From an optimization exercise on the open Yosys and OpenROAD flow, aimed at small area, a short achievable clock period and few clock cycles; shortcuts taken in it are not production practice. In this exercise RTL edits were held to simulation tests only and were not proved equivalent to the original. Power and IR drop assume default switching activity.

<file path="design/flow/config.mk">
export PLATFORM = sky130hd
export DESIGN_NAME = qoi_encoder
export DESIGN_NICKNAME = qoi_encoder
export VERILOG_FILES = /design/flow/design.v
export SDC_FILE = /design/flow/constraint.sdc
export NUM_CORES = 4
export LEC_CHECK = 0
export CAP_MARGIN = 20
export CORE_MARGIN = 2
export CORE_UTILIZATION = 40
export SLEW_MARGIN = 20
</file>
<file path="design/flow/constraint.sdc">
create_clock -name core_clock -period 5.5 [get_ports {i_clk}]
set_input_delay 1.1000 -clock core_clock [delete_from_list [all_inputs] [get_ports {i_clk}]]
set_output_delay 1.1000 -clock core_clock [all_outputs]
set_load 0.01 [all_outputs]
</file>
<file path="design/flow/design.v">
`default_nettype none
`timescale 1ns/1ps
module qoi_skid #(
		parameter	[0:0]	OPT_LOWPOWER = 0,
		parameter	[0:0]	OPT_OUTREG = 1,
		parameter	[0:0]	OPT_PASSTHROUGH = 0,
		parameter		DW = 8,
		parameter	[0:0]	OPT_INITIAL = 1'b1
	) (
		input	wire			i_clk, i_reset,
		input	wire			i_valid,
		output	wire			o_ready,
		input	wire	[DW-1:0]	i_data,
		output	wire			o_valid,
		input	wire			i_ready,
		output	reg	[DW-1:0]	o_data
	);
	wire	[DW-1:0]	w_data;
	generate if (OPT_PASSTHROUGH)
	begin : PASSTHROUGH
		assign	{ o_valid, o_ready } = { i_valid, i_ready };
		always @(*)
		if (!i_valid && OPT_LOWPOWER)
			o_data = 0;
		else
			o_data = i_data;
		assign	w_data = 0;
		/*verilator lint_off UNUSED*/
		wire	unused_passthrough;
		assign	unused_passthrough = &{ 1'b0, i_clk, i_reset };
		/*verilator lint_on UNUSED*/
	end else begin : LOGIC
		reg			r_valid;
		reg	[DW-1:0]	r_data;
		always @(posedge i_clk)
		if (i_reset)
			r_valid <= 0;
		else if ((i_valid && o_ready) && (o_valid && !i_ready))
			r_valid <= 1;
		else if (i_ready)
			r_valid <= 0;
		always @(posedge i_clk)
		if (OPT_LOWPOWER && i_reset)
			r_data <= 0;
		else if (OPT_LOWPOWER && (!o_valid || i_ready))
			r_data <= 0;
		else if ((!OPT_LOWPOWER || !OPT_OUTREG || i_valid) && o_ready)
			r_data <= i_data;
		assign	w_data = r_data;
		assign o_ready = !r_valid;
		if (!OPT_OUTREG)
		begin : NET_OUTPUT
			assign	o_valid = !i_reset && (i_valid || r_valid);
			always @(*)
			if (r_valid)
				o_data = r_data;
			else if (!OPT_LOWPOWER || i_valid)
				o_data = i_data;
			else
				o_data = 0;
		end else begin : REG_OUTPUT
			reg	ro_valid;
			always @(posedge i_clk)
			if (i_reset)
				ro_valid <= 0;
			else if (!o_valid || i_ready)
				ro_valid <= (i_valid || r_valid);
			assign	o_valid = ro_valid;
			always @(posedge i_clk)
			if (OPT_LOWPOWER && i_reset)
				o_data <= 0;
			else if (!o_valid || i_ready)
			begin
				if (r_valid)
					o_data <= r_data;
				else if (!OPT_LOWPOWER || i_valid)
					o_data <= i_data;
				else
					o_data <= 0;
			end
		end
	end endgenerate
	/*verilator lint_off UNUSED*/
	wire	unused;
	assign	unused = &{ 1'b0, w_data };
	/*verilator lint_on UNUSED*/
endmodule
`default_nettype none
module	qoi_compress (
		input	wire	i_clk, i_reset,
		input	wire		s_vid_valid,
		output	wire		s_vid_ready,
		input	wire	[23:0]	s_vid_data,
		input	wire		s_vid_hlast,
		input	wire		s_vid_vlast,
		output	reg		m_valid,
		input	wire		m_ready,
		output	reg	[31:0]	m_data,
		output	reg	[1:0]	m_bytes,
		output	reg		m_last
	);
	wire		skd_valid, skd_ready, skd_hlast, skd_vlast;
	wire	[23:0]	skd_data;
	reg		s1_valid, s1_last;
	reg	[5:0]	s1_rhash, s1_ghash, s1_bhash;
	reg	[23:0]	s1_pixel;
	wire		s1_ready;
	reg		s2_valid, s2_last;
	reg	[5:0]	s2_tbl_index;
	reg	[23:0]	s2_pixel;
	reg	[7:0]	s2_gdiff;
	wire		s2_ready;
	reg		s3_valid, s3_last, s3_tbl_valid, s3_rptvalid;
	reg	[23:0]	s3_pixel, s3_tbl_pixel;
	reg	[5:0]	s3_repeats, s3_tblidx;
	reg	[7:0]	s3_rdiff, s3_gdiff, s3_bdiff, s3_rgdiff, s3_bgdiff;
	wire		s3_continue, s3_ready;
	reg	[63:0]	tbl_valid;
	reg	[23:0]	tbl_pixel	[0:63];
	reg		s4_valid, s4_tblset, s4_rptset, s4_last,
			s4_small, s4_bigdf;
	reg	[5:0]	s4_tblidx, s4_repeats, s4_gdiff;
	reg	[23:0]	s4_pixel;
	reg	[3:0]	s4_rgdiff, s4_bgdiff;
	reg	[1:0]	s4_rdiff, s4_bdiff;
	wire		s4_ready;
	wire		gbl_ready;
	reg		gbl_last;
	qoi_skid #(
		.OPT_OUTREG(1'b0), .DW(2+24)
	) u_skid (
		.i_clk(i_clk), .i_reset(i_reset),
		.i_valid(s_vid_valid), .o_ready(s_vid_ready),
		.i_data({ s_vid_hlast, s_vid_vlast, s_vid_data }),
		.o_valid(skd_valid), .i_ready(skd_ready),
		.o_data({ skd_hlast, skd_vlast, skd_data })
	);
	always @(posedge i_clk)
	if (i_reset)
		s1_valid <= 0;
	else if (skd_valid && skd_ready)
		s1_valid <= skd_valid;
	else if (s1_ready)
		s1_valid <= 0;
	always @(posedge i_clk)
	if (i_reset)
		s1_last <= 0;
	else if (skd_valid && skd_ready)
		s1_last <= skd_hlast && skd_vlast;
	else if (s1_ready)
		s1_last <= 0;
	always @(posedge i_clk)
	if (i_reset)
		s1_pixel <= 0;
	else if (skd_valid && skd_ready)
		s1_pixel <= skd_data;
	else if (s1_ready && s1_last)
		s1_pixel <= 0;
	always @(posedge i_clk)
	if (skd_valid && skd_ready)
	begin
		s1_rhash <= skd_data[21:16] + { skd_data[20:16], 1'b0 };
		s1_ghash <= skd_data[13: 8] + { skd_data[11: 8], 2'b0 };
		s1_bhash <= { skd_data[2:0], 3'h0} - skd_data[ 5: 0];
	end
	always @(posedge i_clk)
	if (i_reset)
		s2_valid <= 0;
	else if (s1_valid && s1_ready)
		s2_valid <= 1'b1;
	else if (s2_ready)
		s2_valid <= 1'b0;
	always @(posedge i_clk)
	if (i_reset)
		s2_pixel <= 0;
	else if (s1_valid && s1_ready)
		s2_pixel <= s1_pixel;
	else if (s2_ready && s2_last)
		s2_pixel <= 0;
	always @(posedge i_clk)
	if (i_reset)
		s2_last <= 1'b0;
	else if (s1_valid && s1_ready)
		s2_last <= s1_last;
	else if (s2_ready)
		s2_last <= 1'b0;
	always @(posedge i_clk)
	if (s1_valid && s1_ready)
	begin
		s2_tbl_index <= s1_rhash + s1_ghash + s1_bhash + 6'h35;
		s2_gdiff <= s1_pixel[15: 8] - s2_pixel[15: 8];
	end
	always @(posedge i_clk)
	if (i_reset)
		s3_valid <= 0;
	else if (s2_valid && s2_ready)
		s3_valid <= 1'b1;
	else if (s3_ready)
		s3_valid <= 1'b0;
	always @(posedge i_clk)
	if (i_reset)
	begin
		s3_repeats   <= 0;
		s3_rptvalid  <= 0;
	end else if (s2_valid && s2_ready)
	begin
		if (!s3_continue)
		begin
			s3_rptvalid <= s3_rptvalid && (s3_pixel == s2_pixel);
			s3_repeats <= 0;
		end else if (!s3_rptvalid)
		begin
			s3_rptvalid  <= 1;
			s3_repeats <= 0;
		end else begin
			s3_rptvalid  <= 1;
			s3_repeats <= s3_repeats + 1;
		end
	end else if (s3_valid && s3_ready && s3_last)
	begin
		s3_repeats   <= 0;
		s3_rptvalid  <= 0;
	end
	always @(posedge i_clk)
	if (s2_valid && s2_ready)
		s3_tbl_valid <= tbl_valid[s2_tbl_index];
	always @(posedge i_clk)
	if (s2_valid && s2_ready)
		s3_tbl_pixel <= tbl_pixel[s2_tbl_index];
	always @(posedge i_clk)
	if (i_reset)
		tbl_valid <= 0;
	else if (s2_valid && s2_ready && s2_last)
		tbl_valid <= 0;
	else if (s2_valid && s2_ready)
		tbl_valid[s2_tbl_index] <= 1'b1;
	always @(posedge i_clk)
	if (s2_valid && s2_ready)
		tbl_pixel[s2_tbl_index] <= s2_pixel;
	always @(posedge i_clk)
	if (i_reset)
		s3_pixel <= 0;
	else if (s2_valid && s2_ready)
		s3_pixel <= s2_pixel;
	else if (s3_ready && s3_last)
		s3_pixel <= 0;
	always @(posedge i_clk)
	if (i_reset)
		s3_last <= 1'b0;
	else if (s2_valid && s2_ready)
		s3_last <= s2_last;
	else if (s3_ready)
		s3_last <= 1'b0;
	always @(posedge i_clk)
	if (s2_valid && s2_ready)
	begin
		s3_tblidx <= s2_tbl_index;
		s3_rdiff <= s2_pixel[23:16] - s3_pixel[23:16];
		s3_gdiff <= s2_gdiff;
		s3_bdiff <= s2_pixel[ 7: 0] - s3_pixel[ 7: 0];
		s3_rgdiff <= (s2_pixel[23:16] - s3_pixel[23:16]) - s2_gdiff;
		s3_bgdiff <= (s2_pixel[ 7: 0] - s3_pixel[ 7: 0]) - s2_gdiff;
	end
	assign	s3_continue = (s3_pixel == s2_pixel) &&(s3_repeats < 6'd61)
					&& !s3_last;
	always @(posedge i_clk)
	if (i_reset)
		s4_valid <= 0;
	else if (s3_valid && s3_ready)
		s4_valid <= (!s3_rptvalid || !s3_continue);
	else if (s4_ready)
		s4_valid <= 1'b0;
	always @(posedge i_clk)
	if (i_reset)
		s4_pixel <= 0;
	else if (s3_valid && s3_ready && (!s3_rptvalid || !s3_continue))
		s4_pixel <= s3_pixel;
	else if (s4_ready && s4_last)
		s4_pixel <= 0;
	always @(posedge i_clk)
	if (i_reset)
		s4_last <= 1'b0;
	else if (s3_valid && s3_ready)
		s4_last <= s3_last;
	else if (s4_ready)
		s4_last <= 1'b0;
	always @(posedge i_clk)
	if (s3_valid && s3_ready)
	begin
		s4_tblset <= (s3_pixel == s3_tbl_pixel) && s3_tbl_valid
						&& (s3_tblidx != s4_tblidx);
		s4_tblidx <= s3_tblidx;
		s4_rptset  <= s3_rptvalid && !s3_continue;
		s4_repeats <= s3_repeats;
		s4_small <= ((&s3_rdiff[7:1]) || (s3_rdiff <= 1))
			&&  ((&s3_gdiff[7:1]) || (s3_gdiff <= 1))
			&&  ((&s3_bdiff[7:1]) || (s3_bdiff <= 1));
		s4_bigdf <= ((&s3_gdiff[7:5]) || (s3_gdiff <= 8'd31))	 
			&& ((&s3_rgdiff[7:3]) || (s3_rgdiff <= 8'd7))	 
			&& ((&s3_bgdiff[7:3]) || (s3_bgdiff <= 8'd7));	 
		s4_rdiff <= s3_rdiff[1:0];
		s4_gdiff <= s3_gdiff[5:0];
		s4_bdiff <= s3_bdiff[1:0];
		s4_rgdiff <= s3_rgdiff[3:0];
		s4_bgdiff <= s3_bgdiff[3:0];
	end
	always @(posedge i_clk)
	if (i_reset)
		m_valid <= 1'b0;
	else if (!m_valid || m_ready)
		m_valid <= s4_valid && s4_ready;
	always @(posedge i_clk)
	if (i_reset)
		m_last <= 1'b0;
	else if (s4_valid && s4_ready)
		m_last <= s4_last;
	else if (m_ready)
		m_last <= 1'b0;
	always @(posedge i_clk)
	if (s4_valid && s4_ready)
	begin
		if (s4_rptset)
		begin
			m_data <= { 2'b11, s4_repeats, 24'h0 };
			m_bytes <= 2'd1;
		end else if (s4_tblset)
		begin
			m_data <= { 2'b00, s4_tblidx, 24'h0 };
			m_bytes <= 2'd1;
		end else if (s4_small)
		begin
			m_data <= { 2'b01, s4_rdiff[1:0], s4_gdiff[1:0],
					s4_bdiff[1:0], 24'h0 };
			m_data[29:28] <= s4_rdiff[1:0] + 2'b10;
			m_data[27:26] <= s4_gdiff[1:0] + 2'b10;
			m_data[25:24] <= s4_bdiff[1:0] + 2'b10;
			m_bytes <= 2'd1;
		end else if (s4_bigdf)
		begin
			m_data <= { 2'b10, s4_gdiff[5:0],
				s4_rgdiff[3:0],
				s4_bgdiff[3:0], 16'h0 };
			m_data[29:24] <= s4_gdiff[5:0] + 6'h20;
			m_data[23:20] <= s4_rgdiff[3:0] + 4'h8;
			m_data[19:16] <= s4_bgdiff[3:0] + 4'h8;
			m_bytes <= 2'd2;
		end else begin
			m_data <= { 8'hfe, s4_pixel };
			m_bytes <= 2'd0;
		end
	end
	assign	skd_ready = skd_valid && (!m_valid || m_ready) && !gbl_last;
	assign	s1_ready = gbl_ready;
	assign	s2_ready = gbl_ready;
	assign	s3_ready = gbl_ready;
	assign	s4_ready = gbl_ready;
	assign	gbl_ready = (skd_valid || gbl_last) && (!m_valid || m_ready);
	always @(posedge i_clk)
	if (i_reset)
		gbl_last <= 1'b0;
	else if (skd_valid && skd_ready)
		gbl_last <= skd_hlast && skd_vlast;
	else if (m_valid && m_ready && m_last)
		gbl_last <= 1'b0;
endmodule
`default_nettype none
module	qoi_encoder #(
		parameter	[0:0]	OPT_TUSER_IS_SOF = 1'b0,
		parameter	[0:0]	OPT_LOWPOWER = 1'b0,
		parameter	[15:0]	LGFRAME=16,
		parameter		DW = 64,
		localparam		DB = DW/8,
		localparam		LGDB = $clog2(DB)
	) (
		input	wire		i_clk, i_reset,
		input	wire			s_valid,
		output	wire			s_ready,
		input	wire	[23:0]		s_data,
		input	wire			s_last, s_user,
		output	reg			o_qvalid,
		input	wire			i_qready,
		output	reg	[DW-1:0]	o_qdata,
		output	reg	[LGDB-1:0]	o_qbytes,
		output	reg			o_qlast
	);
	localparam	[1:0]	S_NO_SYNC = 2'b00,
				S_START   = 2'b01,
				S_SYNCD   = 2'b10;
	wire		s_hlast;
	reg	[1:0]	h_state;
	reg	[LGFRAME-1:0]	h_count, h_width;
	wire		syncd, s_vlast;
	reg	[1:0]	v_state;
	reg	[LGFRAME-1:0]	v_count, v_height;
	wire		e_valid, e_ready;
	wire		enc_valid, enc_ready, enc_last;
	wire	[31:0]	enc_data;
	wire	[1:0]	enc_bytes;
	reg	[3:0]	frm_state;
	reg		frm_valid, frm_last;
	reg	[31:0]	frm_data;
	reg	[1:0]	frm_bytes;
	wire		frm_ready;
	assign	s_hlast = (OPT_TUSER_IS_SOF) ? s_last : s_user;
	always @(posedge i_clk)
	if (i_reset)
		h_state <= S_NO_SYNC;
	else if (s_valid && s_ready && s_hlast)
	case(h_state)
	S_NO_SYNC: h_state <= S_START;
	default: h_state <= S_SYNCD;
	endcase
	always @(posedge i_clk)
	if (i_reset)
		{ h_count, h_width } <= 0;
	else if (s_valid && s_ready)
	begin
		if (s_hlast)
		begin
			h_count <= 0;
			h_width <= h_count + 1;
		end else
			h_count <= h_count + 1;
	end
	generate if (OPT_TUSER_IS_SOF)
	begin : GEN_VLAST
		wire	s_sof;
		reg	r_vlast, r_syncd;
		assign	s_sof = s_user;
		always @(posedge i_clk)
		if (i_reset)
			v_state <= S_NO_SYNC;
		else if (s_valid && s_ready && s_sof)
		case(v_state)
		S_NO_SYNC: v_state <= S_START;
		default: v_state <= S_SYNCD;
		endcase
		always @(posedge i_clk)
		if (i_reset)
			{ v_count, v_height } <= 0;
		else if (s_valid && s_ready)
		begin
			if (s_sof)
			begin
				v_count  <= 0;
				v_height <= v_count;
			end else if (s_hlast)
				v_count <= v_count + 1;
		end
		always @(posedge i_clk)
		if (i_reset)
			r_vlast <= 0;
		else if (s_valid && s_ready && s_hlast)
		begin
			r_vlast <= (v_count + 2 >= v_height);
			if (v_state != S_SYNCD)
				r_vlast <= 1'b0;
			else if (r_vlast && s_hlast)
				r_vlast <= 1'b0;
		end
		assign	s_vlast = r_vlast;
		always @(*)
		begin
			r_syncd = (v_state == S_SYNCD);
			if (v_state == S_START && s_valid && s_sof)
				r_syncd = 1'b1;
			if (h_state != S_SYNCD)
				r_syncd = 1'b0;
		end
		assign	syncd = r_syncd;
	end else begin : GEN_SIZES
		assign	s_vlast = s_last;
		always @(posedge i_clk)
		if (i_reset)
			v_state <= S_START;
		else if (s_valid && s_ready && s_vlast && s_hlast)
		case(v_state)
		S_NO_SYNC: v_state <= S_START;
		default: v_state <= S_SYNCD;
		endcase
		always @(posedge i_clk)
		if (i_reset)
			{ v_count, v_height } <= 0;
		else if (s_valid && s_ready)
		begin
			if (s_hlast && s_vlast)
			begin
				v_count  <= 0;
				v_height <= v_count + 1;
			end else if (s_hlast)
				v_count <= v_count + 1;
		end
		assign	syncd = (h_state == S_SYNCD) && (v_state == S_SYNCD);
	end endgenerate
	assign	e_valid = syncd && s_valid;
	assign	s_ready = !syncd || e_ready;
	qoi_compress
	u_compress (
		.i_clk(i_clk), .i_reset(i_reset),
		.s_vid_valid(e_valid), .s_vid_ready(e_ready),
		.s_vid_data(s_data),
		.s_vid_hlast(s_hlast), .s_vid_vlast(s_vlast),
		.m_valid(enc_valid), .m_ready(enc_ready),
		.m_data( enc_data), .m_bytes(enc_bytes),
		.m_last( enc_last)
	);
	assign	enc_ready = (frm_state == FRM_DATA)&&(!frm_valid || frm_ready);
	localparam [3:0]	FRM_IDLE      = 4'h0,
				FRM_START     = 4'h1,
				FRM_HDRMAGIC  = 4'h2,
				FRM_HDRWIDTH  = 4'h3,
				FRM_HDRHEIGHT = 4'h4,
				FRM_HDRFORMAT = 4'h5,
				FRM_DATA      = 4'h6,
				FRM_TRAILER   = 4'h7,
				FRM_LAST      = 4'h8;
	always @(posedge i_clk)
	if (i_reset || !syncd)
	begin
		frm_state <= FRM_IDLE;
		frm_valid <= 1'b0;
		frm_data  <= "qoif";
		frm_bytes <= 2'b00;
		frm_last  <= 1'b0;
	end else if (!frm_valid || frm_ready)
	case(frm_state)
	FRM_IDLE: begin
		if (syncd && (s_valid || enc_valid))
			frm_state <= FRM_START;
		frm_valid <= 1'b0;
		frm_data  <= "qoif";
		frm_bytes <= 2'b00;
		frm_last  <= 1'b0;
		end
	FRM_START: begin
		frm_state <= FRM_HDRMAGIC;
		frm_valid <= 1'b0;
		frm_data  <= "qoif";
		frm_bytes <= 2'b00;
		frm_last  <= 1'b0;
		end
	FRM_HDRMAGIC: begin
		if (!o_qvalid && !sr_last)
		begin
		frm_state <= FRM_HDRWIDTH;
		frm_valid <= 1'b1;
		frm_data  <= "qoif";
		frm_bytes <= 2'b00;
		frm_last  <= 1'b0;
		end end
	FRM_HDRWIDTH: begin
		frm_state <= FRM_HDRHEIGHT;
		frm_valid <= 1'b1;
		frm_data  <= { {(32-LGFRAME){1'b0}}, h_width };
		frm_bytes <= 2'b00;
		frm_last  <= 1'b0;
		end
	FRM_HDRHEIGHT: begin
		frm_state <= FRM_HDRFORMAT;
		frm_valid <= 1'b1;
		frm_data  <= { {(32-LGFRAME){1'b0}}, v_height };
		frm_bytes <= 2'b00;
		frm_last  <= 1'b0;
		end
	FRM_HDRFORMAT: begin
		frm_state <= FRM_DATA;
		frm_valid <= 1'b1;
		frm_data  <= { 8'd3, 8'd1, 16'h0 };
		frm_bytes <= 2'b10;
		frm_last  <= 1'b0;
		end
	FRM_DATA: begin
		if (enc_valid && enc_last)
			frm_state <= FRM_TRAILER;
		frm_valid <= enc_valid;
		case(enc_bytes)
		2'b00: frm_data  <= enc_data;
		2'b01: frm_data  <= { enc_data[31:24], 24'h0 };
		2'b10: frm_data  <= { enc_data[31:16], 16'h0 };
		2'b11: frm_data  <= { enc_data[31: 8],  8'h0 };
		endcase
		frm_bytes <= enc_bytes;
		frm_last  <= 1'b0;
		end
	FRM_TRAILER: begin
		frm_state <= FRM_LAST;
		frm_valid <= 1'b1;
		frm_data  <= 32'h0;
		frm_bytes <= 2'b00;
		frm_last  <= 1'b0;
		end
	FRM_LAST: begin
		frm_state <= FRM_IDLE;
		frm_valid <= 1'b1;
		frm_data  <= 32'h01;
		frm_bytes <= 2'b00;
		frm_last  <= 1'b1;
		end
	default: begin
		frm_state <= FRM_IDLE;
		frm_valid <= 1'b0;
		frm_data  <= 32'b0;
		frm_bytes <= 2'b0;
		frm_last  <= 1'b0;
		end
	endcase
	/*verilator lint_off WIDTH*/
	assign	frm_ready = ((!o_qvalid || i_qready)&&sr_fill <= DB)||(sr_fill < DB && !sr_last);
	/*verilator lint_on WIDTH*/
	reg	[DW+32-1:0]		sreg, new_data;
	reg	[$clog2(DW+32)-3:0]	sr_fill, new_fill;
	reg				sr_last, fl_last, flush;
	always @(*)
	begin
		new_fill = sr_fill;
		/*verilator lint_off WIDTH*/
		if (frm_valid && frm_ready)
		begin
			if (frm_bytes == 0)
				new_fill = new_fill + 4;
			else
				new_fill = new_fill + frm_bytes;
		end
		fl_last = sr_last && (sr_fill <= DB);
		if (frm_valid && frm_ready && !sr_last
					&& (new_fill <= DB))
			fl_last = frm_last;
		flush = sr_last || frm_last;
		if (sr_fill >= DW/8)
			flush = 1'b1;
		if (frm_valid && frm_ready && (new_fill >= DB))
			flush = 1'b1;
		new_data = sreg| ({{(DW){1'b0}}, frm_data}
							<< (DW - (sr_fill*8)));
		/*verilator lint_on WIDTH*/
	end
	always @(posedge i_clk)
	if (i_reset)
	begin
		sr_fill <= 0;
		o_qvalid <= 1'b0;
	end else if ((!o_qvalid || i_qready) && flush)
	begin
		o_qvalid <= 1'b1;
		/*verilator lint_off WIDTH*/
		sr_fill <= new_fill - DB;
		/*verilator lint_on WIDTH*/
		if (sr_last && sr_fill <= DB)
			sr_fill <= (frm_valid) ? new_fill : 0;
		else if (fl_last)
			sr_fill <= 0;
	end else begin
		if (i_qready)
			o_qvalid <= 1'b0;
		if (frm_valid && frm_ready)
			sr_fill <= new_fill;
	end
	always @(posedge i_clk)
	if (i_reset)
		sreg <= 0;
	else if ((!o_qvalid || i_qready) && flush)
	begin
		if (sr_last && sr_fill <= DB)
			sreg <= (frm_valid) ? { frm_data, {(DW){1'b0}} } : {(DW+32){1'b0}};
		else if (fl_last)
			sreg <= 0;
		else if (frm_valid)
			sreg <= { new_data[31:0], {(DW){1'b0}} };
		else
			sreg <= { sreg[31:0], {(DW){1'b0}} };
	end else if (frm_valid && frm_ready)
		sreg <= new_data;
	always @(posedge i_clk)
	if ((!o_qvalid || i_qready)&&(!OPT_LOWPOWER || flush))
		o_qdata <= new_data[DW+31:32];
	always @(posedge i_clk)
	if ((!o_qvalid || i_qready)&&(!OPT_LOWPOWER || flush))
	begin
		/*verilator lint_off WIDTH*/
		if (sr_last && sr_fill <= DB)
			o_qbytes <= sr_fill[LGDB-1:0];
		else if (new_fill >= DB)
			o_qbytes <= 0;
		else
			o_qbytes <= new_fill;
		/*verilator lint_on WIDTH*/
	end
	always @(posedge i_clk)
	if (i_reset || !syncd)
		sr_last <= 1'b0;
	else if ((!o_qvalid || i_qready) && flush)
		sr_last <= (sr_last && sr_fill > DB)
			|| (frm_valid && frm_ready && frm_last && !fl_last);
	else if (frm_valid && frm_ready)
		sr_last <= frm_last;
	always @(posedge i_clk)
	if (!o_qvalid || i_qready)
		o_qlast <= fl_last;
endmodule
</file>
<file path="design/flow/run.sh">
#!/bin/bash
# synth_recipe.tcl (not shown) runs the flow's synth.tcl, then flattens the netlist and writes it again
# the make line also repeats each setting of config.mk as NAME=value (left out here)
make -C /OpenROAD-flow-scripts/flow DESIGN_CONFIG=/design/flow/config.mk WORK_HOME=/design/flow/orfs CLKGATE_MAP_FILE= SYNTH_SCRIPT=/design/flow/synth_recipe.tcl finish
</file>
==> run notes <==
metal layers:
layer,routed length (microns),track usage,part of all wire,vias to the layer above
li1,-,-,-,23750
met1,102000,0.307,0.40,27366
met2,117000,0.362,0.47,2685
met3,22300,0.0438,0.089,467
met4,10500,0.0900,0.042,4
met5,21,0,0.000083,-
cell families after synthesis:
group,after synthesis
muxes,74
adders and majority gates,82
DFF,2191
and+or+nand+nor,1151
xor gates and xnor gates,133
buffers and inverters,494
AOI/OAI and AO/OA,1848
layout make-up:
cell class / instances / area (sq um) / area share
Antenna cell: 2 / 5.00 / 0.0000515
Clock buffer: 279 / 5660 / 0.0582
Clock inverter: 112 / 1280 / 0.0132
Inverter: 110 / 415 / 0.00427
Multi-Input combinational cell: 3288 / 21600 / 0.222
Sequential cell: 2191 / 61700 / 0.635
Tap cell: 2821 / 3530 / 0.0363
Timing Repair Buffer: 325 / 3010 / 0.0310
stage by stage:
stage	total power, mW	setup slack [ps]	instance area (sq um)
after global placement	20.9	534	90200
after global routing	36.2	788	97200
final	35.2	1060	97200
after floorplan	20.0	350	84800
after CTS	35.3	1150	97200
after detailed placement	20.9	486	90200
power groups by stage:
stage / Sequential (mW) / Combinational [mW] / Clock [mW]
global placement: 18.5 / 2.32 / 0
finish: 18.2 / 2.39 / 14.6
global route: 18.2 / 2.57 / 15.4
detailed placement: 18.6 / 2.33 / 0
floorplan: 18.6 / 1.38 / 0
CTS: 18.2 / 2.35 / 14.8
sequential cells by signal, indices dropped and copies added, names as in the netlist, 16 cells and up:
register and count:
u_compress.tbl_pixel 1536, sreg 96, o_qdata 64, u_compress.tbl_valid 64, frm_data 32, u_compress.m_data 32
u_compress.u_skid.LOGIC.r_data 26, u_compress.s1_pixel 24, u_compress.s2_pixel 24, u_compress.s3_pixel 24, u_compress.s3_tbl_pixel 24, u_compress.s4_pixel 24
h_count 16, h_width 16, v_count 16, v_height 16
worst max-delay path, delay by kind of cell, from the launching register on:
| kind | cells | cell delay (ps) |
|---|---|---|
| buffers and inverters | 2 | 880 |
| AND/OR/NAND/NOR | 3 | 1800 |
| flip-flops | 1 | 790 |
| AO/OA/AOI/OAI | 2 | 570 |
Yosys cell counts, types with 13 or more instances:
| cell type | n |
|---|---|
| xor2_1 | 54 |
| and2_1 | 42 |
| nand2b_1 | 14 |
| and3_1 | 24 |
| o21ai_0 | 138 |
| o21bai_1 | 22 |
| a22o_1 | 105 |
| a22oi_1 | 696 |
| ha_1 | 69 |
| nor3_1 | 48 |
| mux2i_1 | 37 |
| clkbuf_1 | 291 |
| o2bb2ai_1 | 14 |
| a221oi_1 | 104 |
| a21oi_1 | 299 |
| buf_1 | 72 |
| o31ai_1 | 13 |
| inv_1 | 104 |
| or2_2 | 16 |
| dfxtp_1 | 416 |
| a41oi_1 | 61 |
| nand4_1 | 51 |
| o21a_1 | 52 |
| nand2_1 | 223 |
| nor4_1 | 39 |
| a31oi_1 | 147 |
| mux2_2 | 37 |
| nand3_1 | 86 |
| nor2_1 | 552 |
| buf_2 | 19 |
| xnor2_1 | 79 |
| a21o_1 | 54 |
| a211oi_1 | 39 |
| o21ai_1 | 21 |
| edfxtp_1 | 1775 |
| fa_1 | 13 |
how the worst max path moves through the flow:
stage | start | end | slack (ps) | cells after the start
floorplan | i_qready | u_compress.tbl_pixel[40][0] | 350 | 11
global placement | i_qready | u_compress.tbl_valid[33] | 530 | 12
detailed placement | i_qready | u_compress.tbl_valid[37] | 490 | 12
CTS | u_compress.s2_tbl_index[1] | u_compress.s3_tbl_pixel[13] | 1150 | 8
global route | sr_fill[2] | sreg[65] | 790 | 13
finish | u_compress.s2_tbl_index[1] | u_compress.s3_tbl_pixel[0] | 1060 | 7
==> flow_metrics.py <==
metrics = {
    "floorplan": {
        "ios": 100,
        "dieArea_sq_um": 216000,
        "core_area_sq_um": 211000,
        "start_util": 0.401,
        "die_w_microns": 465,
        "die_h_microns": 465,
        "rows": 169,
    },
    "timing": {
        "skew_ps": 112,
        "rsz0062_at_grt": "no",
        "maxSlewViolCount": 0,
        "fmax_mhz": 225,
        "setup_tns_ps": 0,
        "setup_viol": 0,
        "hold_ws_ps": 411,
        "min_period_over_period": 0.808,
        "slew_headroom": 0.272,
        "hold_viol": 0,
        "tightest_slew_ps": 1090,
        "period_minus_slack_ps": 4440,
    },
    "clocking": {
        "postCtsHoldBufs": 0,
        "clkTransAtPathRegs_ps": 60,
        "cts_root_buf": "clkbuf_16",
        "cts_tree": "done",
        "clock_path_buffers": 3,
        "cts_setup_buffers": 0,
        "cts_resized": 0,
        "htreeDepth": 4,
        "insertion_delay_ps": 890,
        "numCtsBuffers": 213,
        "clock_sinks": 2191,
    },
    "logic_synthesis": {
        "synth_warnings": 3,
        "synth_top_family_by_area": "compound AO/OA/AOI/OAI gates",
        "synthXorXnorAreaFrac": 0.0137,
        "synth_edf_count": 1775,
        "synth_cell_types": 84,
        "synthCells": 5973,
        "synth_compound_area_frac": 0.154,
        "ys_ff_latch": 2191,
        "synth_ff_type": "edfxtp_1",
        "ys_seq_area_frac": 0.726,
        "avgSynthCellArea_sq_um": 14.2,
        "ys_top_cells_by_area": "edfxtp_1 63%, dfxtp_1 9.8%, a22oi_1 6.2%",
        "yosys-mux-area-fraction": 0.00928,
        "syn_area_sq_um": 84800,
        "async_reset_ff_frac": 0,
        "synth_top_area_frac": 0.628,
        "syn_nets": 6085,
        "yosys.area_share.simple": 0.0611,
        "synth_fa_ha_area_frac": 0.0132,
        "synth_area_leader_cell": "edfxtp_1",
    },
    "critical_path": {
        "start_kind": "register",
        "cp_max_fo": 33,
        "critPathSlowestCell": "nor4_1",
        "regToRegEndpoint": "u_compress.s3_tbl_pixel[0]",
        "critPathCaptureType": "register",
        "r2r_setup_slack_ps": 1060,
        "cp.required_ps": 6020,
        "arrival_ps": 4960,
        "slowest_delay_ps": 1020,
        "crit_type": "register to register",
        "reg2reg_from": "u_compress.s2_tbl_index[1]",
        "reg2regPathDepth": 7,
        "worstPathCellList": "clkinv_1 > and3_4 > buf_4 > a22oi_1 > a41oi_1 > nor4_1 > nand3_1",
    },
    "finish": {
        "fin_nets": 6241,
        "nFillCells": 18532,
        "stdcell_count": 9128,
        "layout_common_cells": "1775 x edfxtp_1, 696 x a22oi_1, 486 x nor2_1",
        "drive_above_1_share": 0.113,
        "final_core_util": 0.460,
        "area_growth_pct": 14.5,
        "final_common_cell": "edfxtp_1",
    },
    "placement": {
        "io_buffers": 99,
        "place.gp.congestion": 0.886,
        "place_inst": 8735,
        "dp_hpwl_microns": 150000,
    },
    "global_routing": {
        "antenna_found_initial": 7,
        "grt_pass1_wl_microns": 364000,
        "gr-total-overflow": 0,
        "grt_max_degree": 178,
        "grt_pass1_vias": 52018,
        "grt_util_all_layers": 0.227,
    },
    "routing": {
        "dr.pass1.iters": 6,
        "post_drt_wl_per_cell_microns": 27.6,
        "wl_microns": 252000,
        "drc_errors": 0,
        "ant_nets": 0,
        "detail_route.vias_per_cell": 5.95,
        "first_iter_violations": 6889,
        "vias": 54272,
    },
    "worst_hold_path": {
        "worstHoldStart": "u_compress.s3_bgdiff[2]",
        "hold_path_depth": 0,
        "worst_hold_path.endpoint": "u_compress.s4_bgdiff[2]",
        "worstHoldPathType": "register to register",
    },
    "pwr": {
        "p_int_mw": 27.1,
        "p_leak_nw": 28.4,
        "swShare": 0.229,
        "power.share.sequential": 0.518,
        "p_per_area_nw_per_um2": 362,
        "ir_drop_v": 0.000336,
        "p_clk_frac": 0.415,
        "pwr-share-comb": 0.068,
        "switchingPower_mw": 8.05,
    },
    "run_status": {
        "status": "complete, no violations",
    },
    "flow_run": {
        "drv_cap": 0,
    },
}
Testbench counts, summed over its fixed seeds: cycles 35,586.

## separate check: timing with driven ports
The results above use ideal ports. As a check the final layout listed here was re-extracted and re-timed, cells and wires unchanged.
Step 1 sets driving cells, clkbuf_16 on the clock port and buf_2 on the other inputs (assumed; they add their load-dependent delay and slew).
Step 2 moves the port delays by t, midway between the first and last clock arrival at a register: inputs arrive t later, outputs are due t later. That takes back most of the time a late clock gives input paths.
Three values: no drivers, after step 1, after step 2; two values: the first two.
t, ns: 0.918
setup WS [ns]: 1.058 / 1.058 / 0.319
hold WS [ns]: 0.411 / 0.411 / 0.411
worst setup path after step 2: input to register
After both steps setup and hold are still met in this run. The setup slack of this run moves by 0.000 ns with the drivers and by -0.739 ns with both steps.
